From an optimization exercise on the open Yosys and OpenROAD flow, aimed at small area, a short achievable clock period and few clock cycles per item; shortcuts taken in it are not production practice. Where RTL was checked, it was by simulation tests only, not by an equivalence proof against the original. No activity file was given, so power comes from the tool's default toggle rates.

==> module SME, before the edit <==
module SME(clk,reset,chardata,isstring,ispattern,valid,match,match_index);
input clk;
input reset;
input [7:0] chardata;
input isstring;
input ispattern;
output reg match;
output reg [4:0] match_index;
output reg valid;
reg  [6:0]  s [0:31];
reg  [31:0] v;
reg  [31:0] D;
reg  [4:0]  q;
reg  [4:0]  NX;       
reg  [3:0]  Hgt;      
reg  [3:0]  Heq;      
reg  [7:0]  Lge;      
reg         isstring_R, ispattern_R, pwc;
wire [6:0] c         = chardata[6:0];
wire       newstring = isstring & ~isstring_R;
wire       isdot     = (c == 7'h2E);
wire       isdollar  = (c == 7'h24);
wire       iscaret   = (c == 7'h5E);
wire       init      = ~ispattern_R | pwc;    
wire       pstart    = ispattern & ~ispattern_R;
wire [4:0] xa = q;
wire [4:0] xb = q - 5'd1;
wire [31:0] first, sp, M, Dn, G;
genvar g;
generate
for (g = 0; g < 32; g = g + 1) begin : pos
	localparam integer N = (g + 1) % 32;
	assign first[g] = (q == (g + 31) % 32);
	assign sp[g]    = ~s[g][6] & ~|s[g][4:0];
	assign M[g]     = v[g] & (isdot | (s[g] == c));
	assign G[g]     = Hgt[g / 8] | (Heq[g / 8] & Lge[g % 8]);
	assign Dn[g]    = isdollar ? (D[g] & (~v[N] | sp[N] | first[N]))
	                           : (M[N] & (init ? (~pwc | first[N] | sp[g]) : (D[g] & ~first[N])));
end
endgenerate
wire [31:0] hi = D & G;
reg  [4:0]  pe_hi, pe_all;
integer i;
always @* begin
	pe_hi = 5'd0;
	pe_all = 5'd0;
	for (i = 31; i >= 0; i = i - 1) begin
		if (hi[i]) pe_hi = i;
		if (D[i])  pe_all = i;
	end
end
wire [4:0] idx_hi  = pe_hi + NX;
wire [4:0] idx_all = pe_all + NX;
always @(posedge clk) begin
	for (i = 0; i < 31; i = i + 1)
		s[i] <= s[i+1];
	s[31] <= isstring ? c : s[0];
	v <= {isstring | v[0], v[31:1] & {31{~newstring}}};
	q <= newstring ? 5'd30 : q - 5'd1;
	if (pstart) begin
		NX <= iscaret ? -xb : -xa;
		for (i = 0; i < 4; i = i + 1) begin
			Hgt[i] <= iscaret ? (i > xb[4:3]) : (i > xa[4:3]);
			Heq[i] <= iscaret ? (i == xb[4:3]) : (i == xa[4:3]);
		end
		for (i = 0; i < 8; i = i + 1)
			Lge[i] <= iscaret ? (i >= xb[2:0]) : (i >= xa[2:0]);
	end
	pwc <= ispattern & iscaret;
	isstring_R <= isstring;
	ispattern_R <= ispattern;
	D <= Dn;
	match <= |D;
	match_index <= (|hi) ? idx_hi : idx_all;
	valid <= ~reset & ispattern_R & ~ispattern;
end
endmodule
==> flow/config.mk <==
export PLATFORM = sky130hd
export DESIGN_NAME = SME
export DESIGN_NICKNAME = SME
export VERILOG_FILES = /design/flow/design.v
export SDC_FILE = /design/flow/constraint.sdc
export NUM_CORES = 4
export LEC_CHECK = 0
export CAP_MARGIN = 20
export CORE_MARGIN = 2
export CORE_UTILIZATION = 40
export CTS_BUF_LIST = sky130_fd_sc_hd__clkbuf_4 sky130_fd_sc_hd__clkbuf_8
export SETUP_SLACK_MARGIN = 4.6
export SLEW_MARGIN = 20
export TNS_END_PERCENT = 5
==> flow/constraint.sdc <==
create_clock -name core_clock -period 7.0 [get_ports {clk}]
set_input_delay 1.4000 -clock core_clock [delete_from_list [all_inputs] [get_ports {clk}]]
set_output_delay 1.4000 -clock core_clock [all_outputs]
set_load 0.01 [all_outputs]
run.sh (not shown) runs the stock make flow with config.mk's settings and CLKGATE_MAP_FILE= SYNTH_SCRIPT=/design/flow/synth_recipe.tcl, a recipe that flattens the netlist after the stock synthesis.
Testbench counts at the start, summed over its fixed seeds: cycles 12,684, queries 1,536.
Next try:
--- a/flow/design.v
+++ b/flow/design.v
@@ -16,12 +16,10 @@
 reg  [3:0]  Heq;      
 reg  [7:0]  Lge;      
-reg         isstring_R, ispattern_R, pwc;
-wire [6:0] c         = chardata[6:0];
+reg         isstring_R, pwc;
+reg  [6:0]  c;
+reg         pat, pat_R, isdot, isdollar, iscaret;
 wire       newstring = isstring & ~isstring_R;
-wire       isdot     = (c == 7'h2E);
-wire       isdollar  = (c == 7'h24);
-wire       iscaret   = (c == 7'h5E);
-wire       init      = ~ispattern_R | pwc;    
-wire       pstart    = ispattern & ~ispattern_R;
+wire       init      = ~pat_R | pwc;    
+wire       pstart    = pat & ~pat_R;
 wire [4:0] xa = q;
 wire [4:0] xb = q - 5'd1;
@@ -55,5 +53,5 @@
 	for (i = 0; i < 31; i = i + 1)
 		s[i] <= s[i+1];
-	s[31] <= isstring ? c : s[0];
+	s[31] <= isstring ? chardata[6:0] : s[0];
 	v <= {isstring | v[0], v[31:1] & {31{~newstring}}};
 	q <= newstring ? 5'd30 : q - 5'd1;
@@ -67,11 +65,16 @@
 			Lge[i] <= iscaret ? (i >= xb[2:0]) : (i >= xa[2:0]);
 	end
-	pwc <= ispattern & iscaret;
+	pwc <= pat & iscaret;
 	isstring_R <= isstring;
-	ispattern_R <= ispattern;
+	c <= chardata[6:0];
+	isdot <= (chardata[6:0] == 7'h2E);
+	isdollar <= (chardata[6:0] == 7'h24);
+	iscaret <= (chardata[6:0] == 7'h5E);
+	pat <= ispattern;
+	pat_R <= pat & ~reset;
 	D <= Dn;
 	match <= |D;
 	match_index <= (|hi) ? idx_hi : idx_all;
-	valid <= ~reset & ispattern_R & ~ispattern;
+	valid <= ~reset & pat_R & ~pat;
 end
 endmodule
=>
- hold slack gets better by 6.1 ps
- worst setup slack gets better by 150 ps
- power went up by a few percent
- fmax goes up by a few percent
- routed wire length fell by roughly a tenth
- global-route usage is lower by 1.6 points
No functional check of the RTL was part of the second run of this note.

* * *

Setup of juniper:
SME, a different RTL version from the one above (not shown whole).
For scale: roughly 2300 cells after synthesis, ~350 flip-flops, about 19 I/O pins, roughly 0.016 sq mm of cells after synthesis.
==> module SME, before the edit <==
module SME(clk,reset,chardata,isstring,ispattern,valid,match,match_index);
integer i;
input clk;
input reset;
input [7:0] chardata;
input isstring;
input ispattern;
output reg match;
output reg [4:0] match_index;
output reg valid;
reg  [6:0]  s [0:31];
reg  [31:0] v;
reg  [31:0] D;
reg  [4:0]  q;
reg  [1:0]  Xh;       
reg  [2:0]  Xl;       
reg  [31:0] G;        
reg  [7:0]  Lge;      
reg         isstring_R, ispattern_R, pwc;
wire [6:0] c         = chardata[6:0];
wire       newstring = isstring & ~isstring_R;
wire       isdot     = (c == 7'h2E);
wire       isdollar  = (c == 7'h24);
wire       iscaret   = (c == 7'h5E);
wire       init      = ~ispattern_R | pwc;    
function [39:0] xtab;    
	input [4:0] x;
	integer k;
	begin
		for (k = 0; k < 32; k = k + 1)
			xtab[k] = (k >= x);
		for (k = 0; k < 8; k = k + 1) begin
			xtab[32 + k] = (k >= x[2:0]);
		end
	end
endfunction
wire [31:0] first, sp, M, Dn;
genvar g;
generate
for (g = 0; g < 32; g = g + 1) begin : pos
	localparam integer N = (g + 1) % 32;
	assign first[g] = (q == (g + 31) % 32);
	assign sp[g]    = ~s[g][6] & ~|s[g][4:0];
	assign M[g]     = v[g] & (isdot | (s[g] == c));
	assign Dn[g]    = isdollar ? (D[g] & (~v[N] | sp[N] | first[N]))
	                           : (M[N] & (init ? (~pwc | first[N] | sp[g]) : (D[g] & ~first[N])));
end
endgenerate
wire       match_n;
wire [4:0] index_n;
SME_result result (.D(D), .G(G), .Lge(Lge), .Xh(Xh), .Xl(Xl),
                   .match(match_n), .index(index_n));
always @(posedge clk) begin
	for (i = 0; i < 31; i = i + 1)
		s[i] <= s[i+1];
	s[31] <= isstring ? c : s[0];
	v <= {isstring | v[0], v[31:1] & {31{~newstring}}};
	q <= newstring ? 5'd30 : q - 5'd1;
	if (init) begin
		Xh <= q[4:3];
		Xl <= q[2:0];
		{Lge, G} <= xtab(q);
	end
	pwc <= ispattern & iscaret;
	isstring_R <= isstring;
	ispattern_R <= ispattern;
	D <= Dn;
	match <= match_n;
	match_index <= index_n;
	valid <= ~reset & ispattern_R & ~ispattern;
end
endmodule
==> module SME_result, before the edit <==
module SME_result(D, G, Lge, Xh, Xl, match, index);
input  [31:0] D;
input  [31:0] G;
input  [7:0]  Lge;
input  [1:0]  Xh;
input  [2:0]  Xl;
output        match;
output [4:0]  index;
wire [31:0] hi;
assign hi = D & G;
function [5:0] pe32;    
	input [31:0] x;
	reg [15:0] a1; reg [15:0] i1;           
	reg [7:0]  a2; reg [15:0] i2;           
	reg [3:0]  a3; reg [11:0] i3;           
	reg [1:0]  a4; reg [7:0]  i4;
	integer k;
	begin
		for (k = 0; k < 16; k = k + 1) begin
			a1[k] = x[2*k] | x[2*k+1];
			i1[k] = ~x[2*k];
		end
		for (k = 0; k < 8; k = k + 1) begin
			a2[k] = a1[2*k] | a1[2*k+1];
			i2[2*k +: 2] = a1[2*k] ? {1'b0, i1[2*k]} : {1'b1, i1[2*k+1]};
		end
		for (k = 0; k < 4; k = k + 1) begin
			a3[k] = a2[2*k] | a2[2*k+1];
			i3[3*k +: 3] = a2[2*k] ? {1'b0, i2[4*k +: 2]} : {1'b1, i2[4*k+2 +: 2]};
		end
		for (k = 0; k < 2; k = k + 1) begin
			a4[k] = a3[2*k] | a3[2*k+1];
			i4[4*k +: 4] = a3[2*k] ? {1'b0, i3[6*k +: 3]} : {1'b1, i3[6*k+3 +: 3]};
		end
		pe32 = {a4[0] | a4[1], a4[0] ? {1'b0, i4[3:0]} : {1'b1, i4[7:4]}};
	end
endfunction
wire [5:0] pH = pe32(hi);
wire [5:0] pA = pe32(D);
wire [4:0] J  = pH[5] ? pH[4:0] : pA[4:0];
reg  [23:0] LT;       
integer i;
always @* for (i = 0; i < 8; i = i + 1) LT[3*i +: 3] = i - Xl;
wire [2:0] lo = LT[3*J[2:0] +: 3];
wire       br = ~Lge[J[2:0]];
wire [1:0] h0 = J[4:3] - Xh;
wire [1:0] h1 = J[4:3] - Xh - 2'd1;
assign match = pA[5];
assign index = {br ? h1 : h0, lo};
endmodule
==> flow/config.mk <==
export PLATFORM = sky130hd
export DESIGN_NAME = SME
export DESIGN_NICKNAME = SME
export VERILOG_FILES = /design/flow/design.v
export SDC_FILE = /design/flow/constraint.sdc
export NUM_CORES = 4
export LEC_CHECK = 0
export ABC_AREA = 1
export CAP_MARGIN = 20
export CORE_MARGIN = 2
export CORE_UTILIZATION = 40
export CTS_BUF_LIST = sky130_fd_sc_hd__clkbuf_16
export CTS_CLUSTER_DIAMETER = 90
export CTS_CLUSTER_SIZE = 28
export SETUP_SLACK_MARGIN = 4.6
export SLEW_MARGIN = 20
export SYNTH_HIERARCHICAL = 1
export SYNTH_MINIMUM_KEEP_SIZE = 0
export TNS_END_PERCENT = 5
==> flow/constraint.sdc <==
create_clock -name core_clock -period 7.0 [get_ports {clk}]
set_input_delay 1.4000 -clock core_clock [delete_from_list [all_inputs] [get_ports {clk}]]
set_output_delay 1.4000 -clock core_clock [all_outputs]
set_load 0.01 [all_outputs]
standard.sh (not shown) runs the stock make flow with config.mk's settings and CLKGATE_MAP_FILE= SYNTH_SCRIPT=/design/flow/synth_recipe.tcl, a recipe that flattens the netlist after the stock synthesis.
==> flow/flow/run.sh <==
#!/bin/bash
set -euo pipefail
here=$(pwd)
dont_use=$(tr -s ' \n' ' ' < "$here/flow/dont_use.txt")
bash "$here/standard.sh" "DONT_USE_CELLS=$dont_use" finish > "$here/standard.log" 2>&1
==> flow/flow/dont_use.txt <==
 sky130_fd_sc_hd__probe_p_8 sky130_fd_sc_hd__probec_p_8 sky130_fd_sc_hd__lpflow_bleeder_1 sky130_fd_sc_hd__lpflow_clkbufkapwr_1 sky130_fd_sc_hd__lpflow_clkbufkapwr_16 sky130_fd_sc_hd__lpflow_clkbufkapwr_2 sky130_fd_sc_hd__lpflow_clkbufkapwr_4 sky130_fd_sc_hd__lpflow_clkbufkapwr_8 sky130_fd_sc_hd__lpflow_clkinvkapwr_1 sky130_fd_sc_hd__lpflow_clkinvkapwr_16 sky130_fd_sc_hd__lpflow_clkinvkapwr_2 sky130_fd_sc_hd__lpflow_clkinvkapwr_4 sky130_fd_sc_hd__lpflow_clkinvkapwr_8 sky130_fd_sc_hd__lpflow_decapkapwr_12 sky130_fd_sc_hd__lpflow_decapkapwr_3 sky130_fd_sc_hd__lpflow_decapkapwr_4 sky130_fd_sc_hd__lpflow_decapkapwr_6 sky130_fd_sc_hd__lpflow_decapkapwr_8 sky130_fd_sc_hd__lpflow_inputiso0n_1 sky130_fd_sc_hd__lpflow_inputiso0p_1 sky130_fd_sc_hd__lpflow_inputiso1n_1 sky130_fd_sc_hd__lpflow_inputiso1p_1 sky130_fd_sc_hd__lpflow_inputisolatch_1 sky130_fd_sc_hd__lpflow_isobufsrc_1 sky130_fd_sc_hd__lpflow_isobufsrc_16 sky130_fd_sc_hd__lpflow_isobufsrc_2 sky130_fd_sc_hd__lpflow_isobufsrc_4 sky130_fd_sc_hd__lpflow_isobufsrc_8 sky130_fd_sc_hd__lpflow_isobufsrckapwr_16 sky130_fd_sc_hd__lpflow_lsbuf_lh_hl_isowell_tap_1 sky130_fd_sc_hd__lpflow_lsbuf_lh_hl_isowell_tap_2 sky130_fd_sc_hd__lpflow_lsbuf_lh_hl_isowell_tap_4 sky130_fd_sc_hd__lpflow_lsbuf_lh_isowell_4 sky130_fd_sc_hd__lpflow_lsbuf_lh_isowell_tap_1 sky130_fd_sc_hd__lpflow_lsbuf_lh_isowell_tap_2 sky130_fd_sc_hd__lpflow_lsbuf_lh_isowell_tap_4 # # Define fill cells export FILL_CELLS ?= sky130_fd_sc_hd__fill_1 sky130_fd_sc_hd__fill_2 sky130_fd_sc_hd__fill_4 sky130_fd_sc_hd__fill_8   sky130_fd_sc_hd__or3_1 sky130_fd_sc_hd__or3_2 sky130_fd_sc_hd__or3_4 sky130_fd_sc_hd__or3b_1 sky130_fd_sc_hd__or3b_2 sky130_fd_sc_hd__or3b_4 sky130_fd_sc_hd__or4_1 sky130_fd_sc_hd__or4_2 sky130_fd_sc_hd__or4_4 sky130_fd_sc_hd__or4b_1 sky130_fd_sc_hd__or4b_2 sky130_fd_sc_hd__or4b_4 sky130_fd_sc_hd__or4bb_1 sky130_fd_sc_hd__or4bb_2 sky130_fd_sc_hd__or4bb_4 sky130_fd_sc_hd__mux4_1 sky130_fd_sc_hd__mux4_2 sky130_fd_sc_hd__mux4_4 sky130_fd_sc_hd__clkdlybuf4s15_1 sky130_fd_sc_hd__clkdlybuf4s15_2 sky130_fd_sc_hd__clkdlybuf4s18_1 sky130_fd_sc_hd__clkdlybuf4s18_2 sky130_fd_sc_hd__clkdlybuf4s25_1 sky130_fd_sc_hd__clkdlybuf4s25_2 sky130_fd_sc_hd__clkdlybuf4s50_1 sky130_fd_sc_hd__clkdlybuf4s50_2
Testbench counts of juniper, summed over its fixed seeds: cycles 12,684, queries 1,536.
Inputs modified between juniper and umber:
--- a/flow/design.v
+++ b/flow/design.v
@@ -15,5 +15,6 @@
 reg  [1:0]  Xh;       
 reg  [2:0]  Xl;       
-reg  [31:0] G;        
+reg  [3:0]  Hgt;      
+reg  [3:0]  Heq;      
 reg  [7:0]  Lge;      
 reg         isstring_R, ispattern_R, pwc;
@@ -24,12 +25,14 @@
 wire       iscaret   = (c == 7'h5E);
 wire       init      = ~ispattern_R | pwc;    
-function [39:0] xtab;    
+function [15:0] xtab;    
 	input [4:0] x;
 	integer k;
 	begin
-		for (k = 0; k < 32; k = k + 1)
-			xtab[k] = (k >= x);
+		for (k = 0; k < 4; k = k + 1) begin
+			xtab[k] = (k > x[4:3]);
+			xtab[4 + k] = (k == x[4:3]);
+		end
 		for (k = 0; k < 8; k = k + 1) begin
-			xtab[32 + k] = (k >= x[2:0]);
+			xtab[8 + k] = (k >= x[2:0]);
 		end
 	end
@@ -49,5 +52,5 @@
 wire       match_n;
 wire [4:0] index_n;
-SME_result result (.D(D), .G(G), .Lge(Lge), .Xh(Xh), .Xl(Xl),
+SME_result result (.D(D), .Hgt(Hgt), .Heq(Heq), .Lge(Lge), .Xh(Xh), .Xl(Xl),
                    .match(match_n), .index(index_n));
 always @(posedge clk) begin
@@ -60,5 +63,5 @@
 		Xh <= q[4:3];
 		Xl <= q[2:0];
-		{Lge, G} <= xtab(q);
+		{Lge, Heq, Hgt} <= xtab(q);
 	end
 	pwc <= ispattern & iscaret;
@@ -71,7 +74,8 @@
 end
 endmodule
-module SME_result(D, G, Lge, Xh, Xl, match, index);
+module SME_result(D, Hgt, Heq, Lge, Xh, Xl, match, index);
 input  [31:0] D;
-input  [31:0] G;
+input  [3:0]  Hgt;
+input  [3:0]  Heq;
 input  [7:0]  Lge;
 input  [1:0]  Xh;
@@ -79,5 +83,11 @@
 output        match;
 output [4:0]  index;
-wire [31:0] hi;
+wire [31:0] G, hi;
+genvar g;
+generate
+for (g = 0; g < 32; g = g + 1) begin : pos
+	assign G[g] = Hgt[g / 8] | (Heq[g / 8] & Lge[g % 8]);
+end
+endgenerate
 assign hi = D & G;
 function [5:0] pe32;    
--- outcome ---
Compared umber vs juniper, and sum of routed wire length over all layers is up in umber.
umber vs. juniper: global-route usage went up by 0.97 points.
On utilization of the core after routing, umber tracks juniper almost exactly.
umber vs juniper — switching power dropped by a few percent
Cmp umber vs juniper: met1 usage in global routing higher in umber
Going from juniper to umber, non-clock buffer count grew by more than half.
juniper has higher setup slack than umber.
Looking at die area across umber and juniper, the one that comes out higher is juniper.
The lower multi-input logic area of umber and juniper is in juniper.
On synthesized-area fraction occupied by ao, oa, aoi and oai cells, juniper tracks umber almost exactly.
[compare] base=juniper new=umber: wire length on met1 higher, sequential power share flat, total power shrank by about 8%.
Testbench counts of umber, summed over its fixed seeds: cycles 12,684, queries 1,536.

## afterwards: timing with drivers on the ports
Ports are ideal in the flow. The routed layouts listed here were re-timed in OpenROAD. Step 1 (the two cells are an assumption about what drives the block):
set clk [get_ports {clk}]
set_driving_cell -lib_cell sky130_fd_sc_hd__clkbuf_16 $clk
set_driving_cell -lib_cell sky130_fd_sc_hd__buf_2 [delete_from_list [all_inputs] $clk]
Step 2 also shifts input and output timing later by t, the mid clock arrival at the registers, as if the neighbouring blocks saw the same clock. Three values: ideal ports, drivers, drivers and shift; two values: the first two.
run	shift t [ns]	slack for setup (ns)	slew at the worst register clock pin (ns)
the first run of note 1	0.627	3.829 / 3.829 / 3.681	0.07 / 0.07
the second run of note 1	0.646	3.975 / 3.975 / 3.975	0.07 / 0.07
juniper	0.575	4.603 / 4.549 / 4.058	0.11 / 0.11
umber	0.567	4.366 / 4.366 / 3.918	0.11 / 0.11
After both steps every run listed still meets setup and hold. The setup slack of juniper, which loses most, moves by -0.054 ns with the drivers and by -0.545 ns with both steps.
